From an optimization exercise on the open Yosys and OpenROAD flow, aimed at small area, a short achievable clock period and few clock cycles; shortcuts taken in it are not production practice.
Power is estimated from default activity; no workload was simulated.

==> harbor: inputs <==
==> flow/design.v (excerpt) <==
module CPU (
	input  wire         clk,
	input  wire         rst,
	output wire         imem_req,
	output wire [31:0]  imem_addr,
	input  wire         imem_ack,
	input  wire [127:0] imem_line,
	output wire [31:0]  dmem_addr,
	input  wire [31:0]  dmem_rdata,
	output wire         dmem_we,
	output wire [1:0]   dmem_wsize,
	output wire [31:0]  dmem_wdata,
	output wire         commit,
	output wire [31:0]  commit_pc,
	output wire         commit_wen,
	output wire [4:0]   commit_rd,
	output wire [31:0]  commit_wdata
);
	localparam LN = 3;               
	localparam NL = 1 << LN;
	localparam RB = 12;              
	localparam TW = RB - LN;         
	function [11:0] radd11;          
		input [10:0] x, y;
		input        ci;
		integer k;
		reg c;
		begin
			c = ci;
			for (k = 0; k < 11; k = k + 1) begin
				radd11[k] = x[k] ^ y[k] ^ c;
				c = (x[k] & y[k]) | (x[k] & c) | (y[k] & c);
			end
			radd11[11] = c;
		end
	endfunction
	function [33:0] csub;            
		input [32:0] x, y;
		reg [11:0] l, m0, m1, h0, h1;
		reg [11:0] m, h;
		begin
			l  = radd11(x[10:0],  ~y[10:0],  1'b1);
			m0 = radd11(x[21:11], ~y[21:11], 1'b0);
			m1 = radd11(x[21:11], ~y[21:11], 1'b1);
  ...
==> flow/config.mk <==
export PLATFORM = sky130hd
export DESIGN_NAME = CPU
export DESIGN_NICKNAME = CPU
export VERILOG_FILES = /design/flow/design.v
export SDC_FILE = /design/flow/constraint.sdc
export NUM_CORES = 8
export LEC_CHECK = 0
export CAP_MARGIN = 20
export CORE_MARGIN = 2
export CORE_UTILIZATION = 30
export PLACE_DENSITY = 0.4
export SLEW_MARGIN = 20
==> flow/constraint.sdc <==
create_clock -name core_clock -period 90.0 [get_ports {clk}]
set_input_delay 18.0000 -clock core_clock [delete_from_list [all_inputs] [get_ports {clk}]]
set_output_delay 18.0000 -clock core_clock [all_outputs]
set_load 0.01 [all_outputs]
standard.sh (not shown) runs the stock make flow with config.mk's settings and CLKGATE_MAP_FILE= SYNTH_SCRIPT=/design/flow/synth_recipe.tcl, a recipe that flattens the netlist after the stock synthesis.
==> flow/flow/run.sh <==
#!/bin/bash
# The standard layout with three changes to how it is made (the clock
# and constraints stay as given):
#  - timing repair aims at paths well inside the clock period,
#  - larger clock-tree leaf clusters and no dummy clock loads,
#  - plain buffers on the ports.
export SETUP_SLACK_MARGIN=70.5
export CTS_ARGS="-sink_clustering_enable -repair_clock_nets -dont_use_dummy_load -sink_clustering_size 20 -sink_clustering_max_diameter 120"
export BUFFER_PORTS_ARGS="-buffer_cell sky130_fd_sc_hd__buf_2"
bash standard.sh > standard.log 2>&1
==> cedar (differences from harbor) <==
--- a/flow/design.v
+++ b/flow/design.v
@@ -16,14 +16,28 @@
 	output wire [4:0]   commit_rd,
 	output wire [31:0]  commit_wdata
 );
 	localparam LN = 3;               
 	localparam NL = 1 << LN;
 	localparam RB = 12;              
 	localparam TW = RB - LN;         
+	function [32:0] radd;            
+		input [31:0] x, y;
+		input        ci;
+		integer k;
+		reg c;
+		begin
+			c = ci;
+			for (k = 0; k < 32; k = k + 1) begin
+				radd[k] = x[k] ^ y[k] ^ c;
+				c = (x[k] & y[k]) | (x[k] & c) | (y[k] & c);
+			end
+			radd[32] = c;
+		end
+	endfunction
 	function [11:0] radd11;          
 		input [10:0] x, y;
 		input        ci;
 		integer k;
 		reg c;
 		begin
 			c = ci;
@@ -80,43 +94,62 @@
 	reg  [31:0]  pc_q;
 	reg          pend_q;             
 	reg  [27:0]  paddr_q;            
 	reg  [28:0]  cword [0:4*NL-1];    
 	reg  [TW-1:0] ctag [0:NL-1];
 	reg  [NL-1:0] cval;
 	reg  [27-RB:0] region_q;         
-	reg          po_req;
-	reg  [27:0]  po_addr;
-	assign imem_req  = po_req;
-	assign imem_addr = {po_addr, 4'b0};
+	assign imem_req  = pend_q;
+	assign imem_addr = {paddr_q, 4'b0};
 	wire [27:0]   pcl  = pc_q[31:4];
 	wire [LN-1:0] pidx = pcl[LN-1:0];
 	wire c_hit = cval[pidx] & (ctag[pidx] == pcl[RB-1:LN]) & (region_q == pcl[27:RB]);
 	wire ihit  = c_hit;
 	wire [28:0] cw    = cword[{pidx, pc_q[3:2]}];
 	wire [31:0] instr = {cw[28:4], 7'd0};   
 	wire [3:0]  cls   = cw[3:0];
 	wire [LN-1:0] fidx = paddr_q[LN-1:0];
 	wire fnew = paddr_q[27:RB] != region_q;
 	wire fld  = pend_q & ~(c_hit & (fnew | ((fidx == pidx) & (paddr_q != pcl))));
 	always @(posedge clk) begin
 		if (rst) cval <= {NL{1'b0}};
 		else if (fld) begin
-			if (fnew) cval <= {{(NL-1){1'b0}}, imem_ack} << fidx;
+			if (imem_ack & fnew) cval <= {{(NL-1){1'b0}}, 1'b1} << fidx;
 			else cval[fidx] <= imem_ack;
 		end
-		if (fld & fnew) region_q <= paddr_q[27:RB];
+		if (fld & imem_ack & fnew) region_q <= paddr_q[27:RB];
 		if (fld) begin
 			ctag[fidx] <= paddr_q[RB-1:LN];
 			cword[{fidx, 2'd0}] <= {imem_line[31:7],   opclass(imem_line[6:0])};
 			cword[{fidx, 2'd1}] <= {imem_line[63:39],  opclass(imem_line[38:32])};
 			cword[{fidx, 2'd2}] <= {imem_line[95:71],  opclass(imem_line[70:64])};
 			cword[{fidx, 2'd3}] <= {imem_line[127:103], opclass(imem_line[102:96])};
 		end
 	end
+	wire [31:0] npc;                 
+	wire [27:0] nl  = npc_pf[31:4];
+	wire [27:0] nl1 = nl + 28'd1;
+	wire [27:0] nl2 = nl + 28'd2;
+	wire [LN-1:0] ni0 = nl[LN-1:0];
+	wire [LN-1:0] ni1 = nl1[LN-1:0];
+	wire [LN-1:0] ni2 = nl2[LN-1:0];
+	wire np0 = (cval[ni0] & (ctag[ni0] == nl[RB-1:LN]) & (region_q == nl[27:RB]))
+	           | (pend_q & (paddr_q == nl));
+	wire np1 = (cval[ni1] & (ctag[ni1] == nl1[RB-1:LN]) & (region_q == nl1[27:RB]))
+	          | (pend_q & (paddr_q == nl1));
+	wire np2 = (cval[ni2] & (ctag[ni2] == nl2[RB-1:LN]) & (region_q == nl2[27:RB]))
+	          | (pend_q & (paddr_q == nl2));
+	wire want = ~np0 | ~np1 | ~np2;
+	always @(posedge clk) begin
+		if (rst) pend_q <= 1'b0;
+		else if (~pend_q | imem_ack) begin
+			pend_q <= want;
+			if (want) paddr_q <= ~np0 ? nl : ~np1 ? nl1 : nl2;
+		end
+	end
 	wire [4:0] rd  = instr[11:7];
 	wire [2:0] f3  = instr[14:12];
 	wire [4:0] rs1 = instr[19:15];
 	wire [4:0] rs2 = instr[24:20];
 	wire [6:0] f7  = instr[31:25];
 	wire o_lui   = cls == 4'd1;
 	wire o_auipc = cls == 4'd2;
@@ -135,24 +168,24 @@
 	wire o_mret  = o_sys & (instr[31:7] == 25'h0604000);
 	wire wen_i = (o_jal | o_jalr | o_ld | o_alur | o_alui | o_lui | o_auipc | o_csr) & (rd != 5'd0);
 	wire [31:0] imm_i = {{20{instr[31]}}, instr[31:20]};
 	wire [31:0] imm_s = {{20{instr[31]}}, instr[31:25], instr[11:7]};
 	wire [31:0] imm_b = {{19{instr[31]}}, instr[31], instr[7], instr[30:25], instr[11:8], 1'b0};
 	wire [31:0] imm_u = {instr[31:12], 12'b0};
 	wire [31:0] imm_j = {{11{instr[31]}}, instr[31], instr[19:12], instr[20], instr[30:21], 1'b0};
-	reg         w_v, w_wen, w_ld, w_mul, w_neg;
+	reg         w_v, w_wen, w_ld, w_mul;
 	reg  [4:0]  w_rd;
 	reg  [2:0]  w_f3;
 	reg  [31:0] w_pc, w_val;
 	reg         c_v, c_wen;
 	reg  [31:0] c_pc, c_wd;
 	reg  [4:0]  c_rd;
-	reg         r_wen;
-	reg  [31:0] r_wd;
-	reg  [4:0]  r_rd;
+	wire        r_wen = c_wen;
+	wire [31:0] r_wd  = c_wd;
+	wire [4:0]  r_rd  = c_rd;
 	reg  [31:0] rf [1:31];
 	wire fw1 = w_wen & (w_rd == rs1);
 	wire fw2 = w_wen & (w_rd == rs2);
 	wire fc1 = r_wen & (r_rd == rs1);
 	wire fc2 = r_wen & (r_rd == rs2);
 	reg  [31:0] rf1, rf2;
 	integer ri;
@@ -164,20 +197,20 @@
 			rf2 = rf2 | (rf[ri] & {32{rs2 == ri}});
 		end
 	end
 	wire [31:0] a = (rs1 == 5'd0) ? 32'd0 : fw1 ? w_val : fc1 ? r_wd : rf1;
 	wire [31:0] b = (rs2 == 5'd0) ? 32'd0 : fw2 ? w_val : fc2 ? r_wd : rf2;
 	wire use1 = ~(o_lui | o_auipc | o_jal);
 	wire use2 = o_alur | o_st | o_br;
-	wire lu_stall = ((w_ld | w_mul | w_neg) & ((fw1 & use1) | (fw2 & use2))) | (w_mul & o_mul);
+	wire lu_stall = ((w_ld | w_mul) & ((fw1 & use1) | (fw2 & use2))) | (w_mul & o_mul);
 	reg [31:0] mstatus, mtvec, mepc, mcause;
 	wire [11:0] csr_a = instr[31:20];
 	wire cs_mstatus = csr_a == 12'h300;
-	wire cs_mtvec   = (csr_a == 12'h305) | o_ecall;
-	wire cs_mepc    = (csr_a == 12'h341) | o_mret;
+	wire cs_mtvec   = csr_a == 12'h305;
+	wire cs_mepc    = csr_a == 12'h341;
 	wire cs_mcause  = csr_a == 12'h342;
 	wire [31:0] csr_old = cs_mstatus ? mstatus : cs_mtvec ? mtvec :
 	                      cs_mepc ? mepc : cs_mcause ? mcause : 32'd0;
 	wire [31:0] csr_src = f3[2] ? {27'd0, rs1} : a;
 	wire [31:0] csr_new = (f3[1:0] == 2'b01) ? csr_src :
 	                      (f3[1:0] == 2'b10) ? (csr_old | csr_src) : (csr_old & ~csr_src);
 	wire use_b  = o_alur | o_br;
@@ -288,59 +321,36 @@
 	wire        dv_g1 = dv_s1[33];
 	wire [31:0] dv_r1 = dv_g1 ? dv_s1[31:0] : dv_r;
 	assign mq_a = dv_d;
 	assign mq_p = {dv_q[17:0], dv_r};
 	wire [33:0] dv_s2 = csub({1'b0, dv_r1}, {1'b0, dv_d[32:1]});
 	wire        dv_g2 = dv_s2[33];
 	wire [31:0] dv_r2 = dv_g2 ? dv_s2[31:0] : dv_r1;
-	wire [31:0] dv_x = dv_rem ? dv_r2 : {dv_q[29:0], dv_g1, dv_g2};
+	wire [31:0] dv_x = dv_rem ? dv_r : dv_q;
 	wire dv_neg = dv_sg & (dv_rem ? a[31] : (a[31] ^ b[31]));
+	wire [31:0] dv_res = dv_neg ? rinc(~dv_x) : dv_x;
 	reg [31:0] dm_addr_q, dm_wdata_q;
 	reg        dm_we_q;
 	reg [1:0]  dm_wsize_q;
 	wire go      = ihit & ~lu_stall;  
-	wire dv_done = ((dv_st == 2'd1) & (dv_n == 5'd0)) | ((dv_st == 2'd0) & dv_triv);
+	wire dv_done = (dv_st == 2'd2) | ((dv_st == 2'd0) & dv_triv);
 	wire fin     = go & (o_div ? dv_done : 1'b1);
 	wire taken = o_br & ((f3 == 3'd0) ? eq : (f3 == 3'd1) ? ~eq :
 	                     (f3 == 3'd4) ? lt : (f3 == 3'd5) ? ~lt :
 	                     (f3 == 3'd6) ? ltu : (f3 == 3'd7) ? ~ltu : 1'b0);
 	wire [31:0] pc4   = {rinc({2'b00, pc_q[31:2]}), pc_q[1:0]};
 	wire [31:0] pcimm = pc_q + (o_jal ? imm_j : o_br ? imm_b : imm_u);
-	wire [31:0] npc;                 
 	wire [31:0] nxt   = (o_jal | taken) ? pcimm : o_jalr ? sum :
-	                    (o_ecall | o_mret) ? csr_old : pc4;
+	                    o_ecall ? mtvec : o_mret ? mepc : pc4;
 	assign npc = fin ? nxt : pc_q;
 	wire [31:0] npc_pf = (ihit & ~o_md) ? nxt : pc_q;
-	wire [27:0] nl  = npc_pf[31:4];
-	wire [27:0] nl1 = nl + 28'd1;
-	wire [27:0] nl2 = nl + 28'd2;
-	wire [LN-1:0] ni0 = nl[LN-1:0];
-	wire [LN-1:0] ni1 = nl1[LN-1:0];
-	wire [LN-1:0] ni2 = nl2[LN-1:0];
-	wire nrg = region_q == nl[27:RB];
-	wire np0 = (cval[ni0] & (ctag[ni0] == nl[RB-1:LN]) & nrg)
-	           | (pend_q & (paddr_q == nl));
-	wire np1 = (cval[ni1] & (ctag[ni1] == nl1[RB-1:LN]) & nrg & ~(&nl[RB-1:0]))
-	          | (pend_q & (paddr_q == nl1));
-	wire np2 = (cval[ni2] & (ctag[ni2] == nl2[RB-1:LN]) & nrg & ~(&nl[RB-1:1]))
-	          | (pend_q & (paddr_q == nl2));
-	wire want = ~np0 | ~np1 | ~np2;
-	always @(posedge clk) begin
-		if (rst) pend_q <= 1'b0;
-		else if (~pend_q | imem_ack) begin
-			pend_q <= want;
-			if (want) paddr_q <= ~np0 ? nl : ~np1 ? nl1 : nl2;
-		end
-		po_req <= ~rst & (want | (pend_q & ~imem_ack));
-		if (~pend_q | imem_ack) po_addr <= ~np0 ? nl : ~np1 ? nl1 : nl2;
-	end
 	wire [31:0] res = o_lui ? imm_u : o_auipc ? pcimm : (o_jal | o_jalr) ? pc4 :
-	                  o_sys ? csr_old : o_div ? ((dv_st == 2'd1) ? dv_x : dv_tres) :
+	                  o_sys ? csr_old : o_div ? ((dv_st == 2'd2) ? dv_res : dv_tres) :
 	                  alu_res;
-	wire [31:0] w_o  = w_mul ? mul_res : w_neg ? rinc(~w_val) : w_val;
+	wire [31:0] w_o  = w_mul ? mul_res : w_val;
 	wire s_lo  = w_ld & (w_f3 != 3'd7);
 	wire s_mid = w_ld & ((w_f3 == 3'd1) | (w_f3 == 3'd2) | (w_f3 == 3'd3) | (w_f3 == 3'd5) | (w_f3 == 3'd6));
 	wire s_hi  = w_ld & (w_f3 == 3'd2);
 	wire s_b   = w_ld & (w_f3 == 3'd0);
 	wire s_h   = w_ld & (w_f3 == 3'd1);
 	wire [31:0] rd_ = dmem_rdata;
 	wire [31:0] w_d;
@@ -353,21 +363,19 @@
 	end
 	always @(posedge clk) begin
 		if (rst) begin
 			w_v   <= 1'b0;
 			w_wen <= 1'b0;
 			w_ld  <= 1'b0;
 			w_mul <= 1'b0;
-			w_neg <= 1'b0;
 		end else begin
 			w_v   <= fin;
 			w_wen <= fin & wen_i;
 			w_ld  <= fin & o_ld;
 			w_mul <= fin & o_mul;
-			w_neg <= fin & o_div & (dv_st == 2'd1) & dv_neg;
 		end
 		w_rd  <= rd;
 		w_f3  <= f3;
 		w_pc  <= pc_q;
 		w_val <= res;
 	end
 	always @(posedge clk) begin
@@ -388,15 +396,17 @@
 				if (cs_mtvec)   mtvec   <= csr_new;
 				if (cs_mepc)    mepc    <= csr_new;
 				if (cs_mcause)  mcause  <= csr_new;
 			end
 			if (go & o_div) begin
 				if (dv_st == 2'd0) begin
 					if (~dv_triv) dv_st <= 2'd1;
-				end else if (dv_n == 5'd0) dv_st <= 2'd0;
+				end else if (dv_st == 2'd1) begin
+					if (dv_n == 5'd0) dv_st <= 2'd2;
+				end else dv_st <= 2'd0;
 			end
 		end
 		dm_addr_q  <= sum;
 		dm_wdata_q <= b;
 		dm_wsize_q <= (f3[1:0] == 2'd0) ? 2'd0 : (f3[1:0] == 2'd1) ? 2'd1 : 2'd2;
 		if (dv_st == 2'd0) begin
 			if (o_div) begin
@@ -420,23 +430,17 @@
 	assign dmem_we    = dm_we_q;
 	assign dmem_wsize = dm_wsize_q;
 	assign dmem_wdata = dm_wdata_q;
 	always @(posedge clk) begin
 		if (rst) begin
 			c_v   <= 1'b0;
 			c_wen <= 1'b0;
-			r_wen <= 1'b0;
 		end else begin
 			c_v   <= w_v;
 			c_wen <= w_wen;
-			r_wen <= w_wen & (w_rd != 5'd0);
-		end
-		if (w_wen) begin
-			r_rd <= w_rd;
-			r_wd <= w_d;
 		end
 		c_pc <= w_pc;
 		c_rd <= w_rd;
 		c_wd <= w_d;
 	end
 	assign commit       = c_v;
 	assign commit_pc    = c_pc;
==> flow/flow/run.sh (replaced) <==
#!/bin/bash
# The standard layout with three changes to how it is made (the clock
# and constraints stay as given):
#  - timing repair aims at paths well inside the clock period,
#  - smaller clock buffers at the leaves and no dummy clock loads,
#  - plain buffers on the ports.
export SETUP_SLACK_MARGIN=71
export CTS_ARGS="-sink_clustering_enable -repair_clock_nets -dont_use_dummy_load -root_buf sky130_fd_sc_hd__clkbuf_16 -buf_list {sky130_fd_sc_hd__clkbuf_8}"
export BUFFER_PORTS_ARGS="-buffer_cell sky130_fd_sc_hd__buf_2"
bash standard.sh > standard.log 2>&1
==> run summary <==
	harbor	cedar
Clock buffers and inverters, area share	2.48%	3.89%
Final critical-path setup slack	70390 ps	70200 ps
Signal arrival time at the worst endpoint	1610 ps	1800 ps
Resized cells post-CTS	70	410
Outcome	no timing/DRC/antenna violations	no timing/DRC/antenna violations
Fraction of final layout cells with drive strength greater than 1	13.6%	16.8%
Area share of and/or/nand/nor cells after synthesis	12.1%	11.1%
Met2 layer wire length in the routed design	357000 um	350000 um
Share of the yosys chip area belonging to registers	49.1%	48.5%
Critical path fanouts, max	1	2
Total net switching power	2.20 mW	2.19 mW
Cell area after placement	163000 sq um	160000 sq um
Shortest clock period the worst path allows after layout	19610 ps	19800 ps
No run of this note included a check of the RTL's function; only the layout flow was run.

what the ideal ports hide:
Ports are ideal in the flow. The routed layouts listed here were re-timed in OpenROAD. Step 1: set_driving_cell puts a clkbuf_16 on clk and a buf_2 on each other input, an assumption about the parent block. Step 2 times the ports against the registers' clock, not the clock port: input delays grow and output delays shrink by t, the midpoint of the rising clock arrivals with the driver on. Three values: ideal, step 1, step 2; two values: the first two.
run | t, ns | slack for setup (ns) | worst hold slack (ns) | worst setup path after step 2 | worst register clock-pin slew, ns
harbor | 1.028 | 70.385 / 70.261 / 69.697 | 0.329 / 0.329 / 0.329 | input to register | 0.10 / 0.10
cedar | 1.187 | 70.200 / 70.069 / 70.038 | 0.303 / 0.303 / 0.303 | input to register | 0.07 / 0.07
After both steps setup and hold are still met in every run listed. For harbor, which loses most, drivers alone change the setup slack by -0.124 ns; drivers and shift together by -0.688 ns.
